Background: an optimization exercise with open tools, aiming at small area, a short achievable clock period and few clock cycles per item. Do not read the settings as production practice.
Only simulation tests tie the RTL to the original design; equivalence was not proved.

==> flow/design.v, too long to show whole: its modules and the start of the top module <==
// module Calvalid: 897 lines
// module CalvalidR: 903 lines
// module LowN: 7 lines
// module LowR: 5 lines
// module HiBit: 5 lines
// module LowBit: 4 lines
// module Nand2: 3 lines
// module Nand3: 3 lines
// module Nor2: 3 lines
// module Nor3: 3 lines
// module FullAdd: 4 lines
// module HitTest: 36 lines
// module RippleSub: 35 lines
module HitTest(
    input clk,
    input rst,
    input start,
    input rsel,
    input [15:0] x,
    input [15:0] y,
    input [15:0] notex,
    input [15:0] notey,
    input signed [15:0] indx,
    input signed [15:0] indy,
    output valJR,
    output valE,
    output valr,
    output valR,
    output reg ready
);
  // ...
==> flow/flow/run.sh <==
#!/bin/bash
set -euo pipefail
B="BUFFER_PORTS_ARGS=-buffer_cell sky130_fd_sc_hd__buf_1"
R=orfs/results/sky130hd/HitTest/base
bash standard.sh "$B" floorplan > standard_floorplan.log 2>&1
cat > upsize.tcl <<EOT
read_liberty $FLOW_HOME/platforms/sky130hd/lib/sky130_fd_sc_hd__tt_025C_1v80.lib
read_db $R/2_floorplan.odb
set n 0
foreach inst [[ord::get_db_block] getInsts] {
  set name [\$inst getName]
  if {[[\$inst getMaster] getName] eq "sky130_fd_sc_hd__dfxtp_1" && [string match {n[ab][xy]*} \$name]} {
    replace_cell \$name sky130_fd_sc_hd__dfxtp_4
    incr n
  }
}
puts "upsized \$n registers"
write_db $R/2_floorplan.odb
EOT
openroad -no_init -exit upsize.tcl > upsize.log 2>&1
bash standard.sh "$B" finish > standard_finish.log 2>&1
==> flow/standard.sh <==
#!/bin/bash
# synth_recipe.tcl (not shown) runs the flow's synth.tcl, then flattens the netlist and writes it again
# the make line also repeats each setting of config.mk as NAME=value (left out here)
make -C /OpenROAD-flow-scripts/flow DESIGN_CONFIG=/design/flow/config.mk WORK_HOME=/design/flow/orfs CLKGATE_MAP_FILE= SYNTH_SCRIPT=/design/flow/synth_recipe.tcl "${@:-finish}"
==> flow/config.mk <==
export PLATFORM = sky130hd
export DESIGN_NAME = HitTest
export DESIGN_NICKNAME = HitTest
export VERILOG_FILES = /design/flow/design.v
export SDC_FILE = /design/flow/constraint.sdc
export NUM_CORES = 4
export LEC_CHECK = 0
export CAP_MARGIN = 20
export CORE_MARGIN = 2
export CORE_UTILIZATION = 60
export SETUP_SLACK_MARGIN = 2
export SLEW_MARGIN = 20
export SYNTH_HIERARCHICAL = 1
export SYNTH_MINIMUM_KEEP_SIZE = 0
==> flow/constraint.sdc <==
create_clock -name core_clock -period 10.0 [get_ports {clk}]
set_input_delay 2.0000 -clock core_clock [delete_from_list [all_inputs] [get_ports {clk}]]
set_output_delay 2.0000 -clock core_clock [all_outputs]
set_load 0.01 [all_outputs]
==> results.cfg, run 1 <==
[yosys]
synth_xor_area_share_pct = 5.57
yosysSeqAreaShare_pct = 7.41
synth_top_area_share_pct = 56.1
synth_cell_type_count = 58
synth_area_leader_cell = fa_1

[cells_and_area]
area_share_nonclk_buffers_pct = 1.97
num_antenna_cells = 0
nets = 2537
multi_input_area_um2 = 16800
multi_input_gates = 1579

[clocking]
clk_pin_slew_ns = 0.06
clk_path_buf_depth = 2
cts_tree = yes

[routing]
top_layer = met4

[global_routing]
use_met2_pct = 52.4
top_usage_layer = met2
grt_pass1_vias = 14764

[run_status]
status = timing/DRC/antenna clean

[worst_setup_path]
arrival_ns = 5.12
crit_fanout = 18
cp.required_ns = 8.00
endpoint = valJR

[sta]
final.min_clock_period_ns = 7.12
drv_slew = 0

[placement]
routabilityCongestion = 0.871
Testbench counts, summed over its fixed seeds: cycles 16,000, items 16,000.
==> run 2, diff against run 1 <==
--- a/flow/config.mk
+++ b/flow/config.mk
@@ -8,7 +8,7 @@
 export CAP_MARGIN = 20
 export CORE_MARGIN = 2
 export CORE_UTILIZATION = 60
-export SETUP_SLACK_MARGIN = 2
+export SETUP_SLACK_MARGIN = 2.5
 export SLEW_MARGIN = 20
 export SYNTH_HIERARCHICAL = 1
 export SYNTH_MINIMUM_KEEP_SIZE = 0
==> run 2 against run 1 <==
Against the previous run:
- via count is the same
- first-iteration DRC count is the same
- highest routed layer unchanged
==> results.cfg, run 2 <==
[clocking]
clk_pin_slew_ns = 0.06
cts_max_level = 3
cts_root_buf = clkbuf_16
cts_sinks = 70
post_cts_resized = 0
cts_tree = yes
cts_hold_buffers = 0
cts_setup_buffers = 0
clk_path_buf_depth = 2
cts_buffers = 9

[floorplan]
die_width_um = 182
die_h_um = 182
die_area_um2 = 32900
ios = 105
core-area_um2 = 30800
initial_core_util_pct = 61.3
rows = 64

[sta]
setup_violations = 0
min_period_over_period_pct = 71.2
drv_slew = 0
max_freq_mhz = 140
fin_setup_tns_ns = 0
hold_viol_final = 0
final.min_clock_period_ns = 7.12
rsz0062_at_grt = no

[run_status]
status = timing/DRC/antenna clean

[worst_setup_path]
critical_path.max_stage_delay_ns = 0.54
cp.required_ns = 8.00
crit_fanout = 18
arrival_ns = 5.12
cp_common_cell = fa_1
critical_path_buf_inv_count = 1
worstSetupPathType = reg -> out
slowest_stage = fa_1
cp-end-kind = primary output
start_kind = flop
cp_top_family = adder cells
cp_cell_sequence = nor2b_1 > fa_1 > fa_1 > fa_1 > fa_1 > fa_1 > fa_1 > xnor2_1 > xnor2_1 > nand3_1 > nor3_2 > nand2_1 > nor2b_1 > and2_1 > buf_1

[yosys]
synth.area.top_cells = fa_1 (56%), nor2_1 (10%), dfxtp_1 (7.4%), ha_1 (5.8%), xnor2_1 (3.3%)
yosysMostFrequentCell = fa_1
synth_edf_count = 0
synthAdderAreaFrac_pct = 61.9
muxShareOfSynthArea_pct = 0.106
yosysSeqAreaShare_pct = 7.41
synthTopCellsByCount = fa_1 (530), nor2_1 (513), clkbuf_1 (117)
synth_cell_type_count = 58
yosys.area_share.simple_pct = 17.1
syn_area_per_cell_um2 = 10.3
synth-seq-cells = 70
syn_inst = 1835
syn_area_um2 = 18900
synth_compound_area_share_pct = 3.79
synth_top_area_share_pct = 56.1
synthArstFlopShare_pct = 0
synth_top_family_by_area = adder cells
synth_xor_area_share_pct = 5.57
synth_ff_type = dfxtp_1
synth_area_leader_cell = fa_1
yosysWarningCount = 7

[routing]
drt-wirelength-per-cell_um = 20.9
vias = 12896
avgViaCountPerCell = 5.81
drt_wl_total_um = 46300
first_pass_iters = 5
drtIter0Drc = 630
drc = 0
postRouteAntennaNets = 0

[min_path]
hp-class = in -> reg

[cells_and_area]
area_growth_pct = 4.77
layout_commonest_cell = fa_1
fillCellCount = 2536
nets = 2537
final_cell_mix = fa_1 (530), nor2_1 (513), buf_1 (104)
num_antenna_cells = 0
drive_gt1_share_pct = 8.83

[placement]
hpwl_um = 36200
port_buffers = 104
routabilityCongestion = 0.871

[global_routing]
grt_pass1_vias = 14764
grt_max_degree = 19
grt_pass1_wl_um = 77700
top_usage_layer = met2
grtUsageTotal_pct = 30.8
gr-usage-met1_pct = 41.7
grt_overflow = 0
use_met2_pct = 52.4
grtUsageMet3_pct = 4.91
antenna_found_initial = 0

[job]
maxCapViolations = 0
[run 2: cell counts after synthesis]
Identical to the previous run, type by type.
[run 2: worst paths after layout]
check	to	slack (ns)	startpoint	depth (start not counted)
max	valJR	2.88	nax[7]	15
min	rs	1.76	rsel	1
[run 2: logic make-up (layout without fill, tap and decap cells)]
group / Yosys count / count (layout)
AND/OR/NAND/NOR: 734 / 734
XOR/XNOR: 114 / 114
adder cells (fa/ha/maj): 618 / 618
other: 2 / 8
AO/OA/AOI/OAI: 103 / 103
flip-flops: 70 / 70
buffers and inverters: 192 / 174
multiplexers: 2 / 2
[run 2: metal layers]
layer,vias up,routed length [um]
met5,-,0
li1,5609,-
met4,0,1280
met2,481,22900
met1,6738,19200
met3,68,2930
[run 2: final cells by class]
cell class	instances	area (um2)	share of cell area (%)
inverter	55	206	1.04
clock buffer	9	225	1.14
tap	396	495	2.50
sequential	70	1660	8.36
clock inverter	6	71.3	0.360
timing repair buffer	104	390	1.97
multi-input combinational	1579	16800	84.6
[run 2: metrics by stage]
step	cells	setup slack [ns]	util, %	cell area, um2	hold WS, ns
floorplan	1841	3.41	-	18900	2.03
global placement	2204	3.32	63.3	19500	2.10
detailed placement	2204	3.20	63.3	19500	2.09
CTS	2219	2.84	64.2	19800	1.75
global route	2219	2.57	64.2	19800	1.76
finish	2219	2.88	64.2	19800	1.76
[run 2: modules after synthesis (local to each module, per instance), a selection]
| module | times used | flip-flops and latches |
|---|---|---|
| LowN | 1 | 0 |
| Nand3 | 14 | 0 |
| CalvalidR | 1 | 0 |
| RippleSub | 4 | 0 |
| Calvalid | 1 | 0 |
| Nor3 | 5 | 0 |
| LowR | 1 | 0 |
| Nand2 | 3 | 0 |
| FullAdd | 528 | 0 |
| HitTest | 1 | 70 |
==> run 3, diff against run 2 <==
--- a/flow/config.mk
+++ b/flow/config.mk
@@ -8,6 +8,7 @@
 export CAP_MARGIN = 20
 export CORE_MARGIN = 2
 export CORE_UTILIZATION = 60
+export CTS_BUF_LIST = sky130_fd_sc_hd__clkbuf_8
 export SETUP_SLACK_MARGIN = 2.5
 export SLEW_MARGIN = 20
 export SYNTH_HIERARCHICAL = 1
==> run 3 against run 2 <==
Against the previous run:
- still clean on timing, DRC and antenna
- setup slack worse by 0.027 ns
- flip-flop and latch count stayed put
- critical path depth stayed put
- synthesized cell count stayed put
- cell count stayed put
- core utilization is 0.33 points lower
- clock-buffer cell count stayed put
- sequential share of layout area hardly changed
- global-route usage is 0.068 points lower
==> results.cfg, run 3 <==
[cells_and_area]
nets = 2537
fillCellCount = 2552
drive_gt1_share_pct = 8.83
final_cell_mix = fa_1 (530), nor2_1 (513), buf_1 (104)
num_antenna_cells = 0
area_growth_pct = 4.24
layout.cells.non_filler = 2219
layout_commonest_cell = fa_1
post-route-util_pct = 63.9

[clocking]
cts_hold_buffers = 0
cts_tree = yes
cts_buffers = 9
cts_setup_buffers = 0
clk_path_buf_depth = 2
cts_root_buf = clkbuf_8
post_cts_resized = 0
cts_max_level = 3
clk_pin_slew_ns = 0.08
cts_sinks = 70

[yosys]
yosysSeqAreaShare_pct = 7.41
synth.area.top_cells = fa_1 (56%), nor2_1 (10%), dfxtp_1 (7.4%), ha_1 (5.8%), xnor2_1 (3.3%)
synthArstFlopShare_pct = 0
synth-seq-cells = 70
synth_area_leader_cell = fa_1
synthTopCellsByCount = fa_1 (530), nor2_1 (513), clkbuf_1 (117)
synth_top_area_share_pct = 56.1
yosysWarningCount = 7
synth_ff_type = dfxtp_1
synth_edf_count = 0
yosysMostFrequentCell = fa_1
syn_area_per_cell_um2 = 10.3
syn_inst = 1835
synth_cell_type_count = 58
syn_area_um2 = 18900

[global_routing]
use_met2_pct = 52.2
gr-usage-met1_pct = 41.7
grtUsageTotal_pct = 30.7
grt_pass1_wl_um = 77500
grt_max_degree = 19
top_usage_layer = met2
antenna_found_initial = 0
grt_pass1_vias = 14723
grt_overflow = 0
grtUsageMet3_pct = 4.91

[worst_setup_path]
cp.required_ns = 8.00
cp-end-kind = primary output
arrival_ns = 5.15
worstSetupPathType = reg -> out
crit_fanout = 18
start_kind = flop

[floorplan]
core-area_um2 = 30800
die_h_um = 182
die_width_um = 182
rows = 64
ios = 105
initial_core_util_pct = 61.3
die_area_um2 = 32900

[sta]
fin_hold_ws_ns = 1.73
final.min_clock_period_ns = 7.15
drv_slew = 0
finalWorstSetupSlack_ns = 2.85
max_freq_mhz = 140
fin_setup_tns_ns = 0
min_period_over_period_pct = 71.5
rsz0062_at_grt = no
setup_violations = 0
hold_viol_final = 0

[routing]
drt_wl_total_um = 46100
drtIter0Drc = 672
vias = 12914
postRouteAntennaNets = 0
drc = 0
drt-wirelength-per-cell_um = 20.8
first_pass_iters = 4
avgViaCountPerCell = 5.82

[placement]
hpwl_um = 36200
routabilityCongestion = 0.871
port_buffers = 104
place_inst = 2204
dp_worst_setup_slack_ns = 3.20

[job]
maxCapViolations = 0

[min_path]
hp-class = in -> reg

[run_status]
status = timing/DRC/antenna clean
[run 3: cell counts after synthesis]
Identical to the previous run, type by type.
[run 3: Yosys stat by module, one instance, submodules excluded, a selection]
module | flops+latches | cells inside | times used
HitTest | 70 | 103 | 1
LowR | 0 | 45 | 1
CalvalidR | 0 | 393 | 1
FullAdd | 0 | 1 | 528
RippleSub | 0 | 22 | 4
Nand3 | 0 | 1 | 14
Nor3 | 0 | 1 | 5
LowN | 0 | 123 | 1
Nand2 | 0 | 1 | 3
Calvalid | 0 | 402 | 1
[run 3: path summary, 6_finish.rpt]
| path | start | end | slack, ns | cells past startpoint |
|---|---|---|---|---|
| worst max-delay path | nax[5] | valJR | 2.85 | 15 |
| worst min-delay path | rsel | rs | 1.73 | 1 |
[run 3: critical path, cell delays in order, from the launching register on]
cell	delay, ns
dfxtp_4	0.50
nor2_1	0.10
fa_1	0.47
fa_1	0.47
fa_1	0.44
fa_1	0.53
fa_1	0.43
fa_1	0.54
xor2_1	0.18
xnor2_1	0.14
nand3_1	0.10
nor3_2	0.24
nand2_1	0.14
nor2b_1	0.22
and2_1	0.16
buf_1	0.15
[run 3: layer usage]
layer	wire length (um)	share of wire, %
met5	0	0
met3	2980	6.5
met2	22800	49
met4	1360	2.9
met1	19000	41
[run 3: logic make-up (layout without fill, tap and decap cells)]
family                     count (synthesis)  after routing  synth area share, %
AOI/OAI and AO/OA                        103            103                 3.79
xor gates and xnor gates                 114            114                 5.57
adders and majority gates                618            618                 61.9
buffers and inverters                    192            174                 4.04
DFF                                       70             70                 7.41
muxes                                      2              2                0.106
other                                      2              8               0.0397
and+or+nand+nor                          734            734                 17.1
[run 3: final cells by class]
| type | count | area (um2) | area share (%) |
|---|---|---|---|
| flip-flops and latches | 70 | 1660 | 8.41 |
| multi-input cells | 1579 | 16800 | 85.1 |
| inverters | 55 | 206 | 1.05 |
| repair buffers | 104 | 390 | 1.98 |
| clock inverters | 6 | 71.3 | 0.362 |
| well taps | 396 | 495 | 2.51 |
| clock buffers | 9 | 124 | 0.629 |
[run 3: through the flow]
step / instance area (um2)
after floorplan: 18900
after detailed placement: 19500
after global placement: 19500
after CTS: 19700
after global routing: 19700
final: 19700

## port drivers added, routing unchanged
The flow's constraints put no driver on any port. The routed layouts listed below were extracted and timed again, unchanged, in two steps.
Step 1, drivers: a clkbuf_16 drives clk and a buf_2 each remaining input, both assumed.
Step 2 adds t to the input delays and takes it off the output delays; t is the mean of the earliest and latest rising clock arrival at the registers after step 1. Input paths then give back, and output paths get back, about the clock's delay inside the block.
Three values: ideal, step 1, step 2; two values: the first two.
run	shift t [ns]	slack for setup (ns)	clock arrival spread, ns	cell pins on the clock port's net
run 1	0.382	2.877 / 2.831 / 3.213	0.010 / 0.010	1
run 2	0.382	2.877 / 2.831 / 3.213	0.010 / 0.010	1
run 3	0.401	2.850 / 2.809 / 3.210	0.013 / 0.013	1
After both steps every run listed still meets setup and hold.
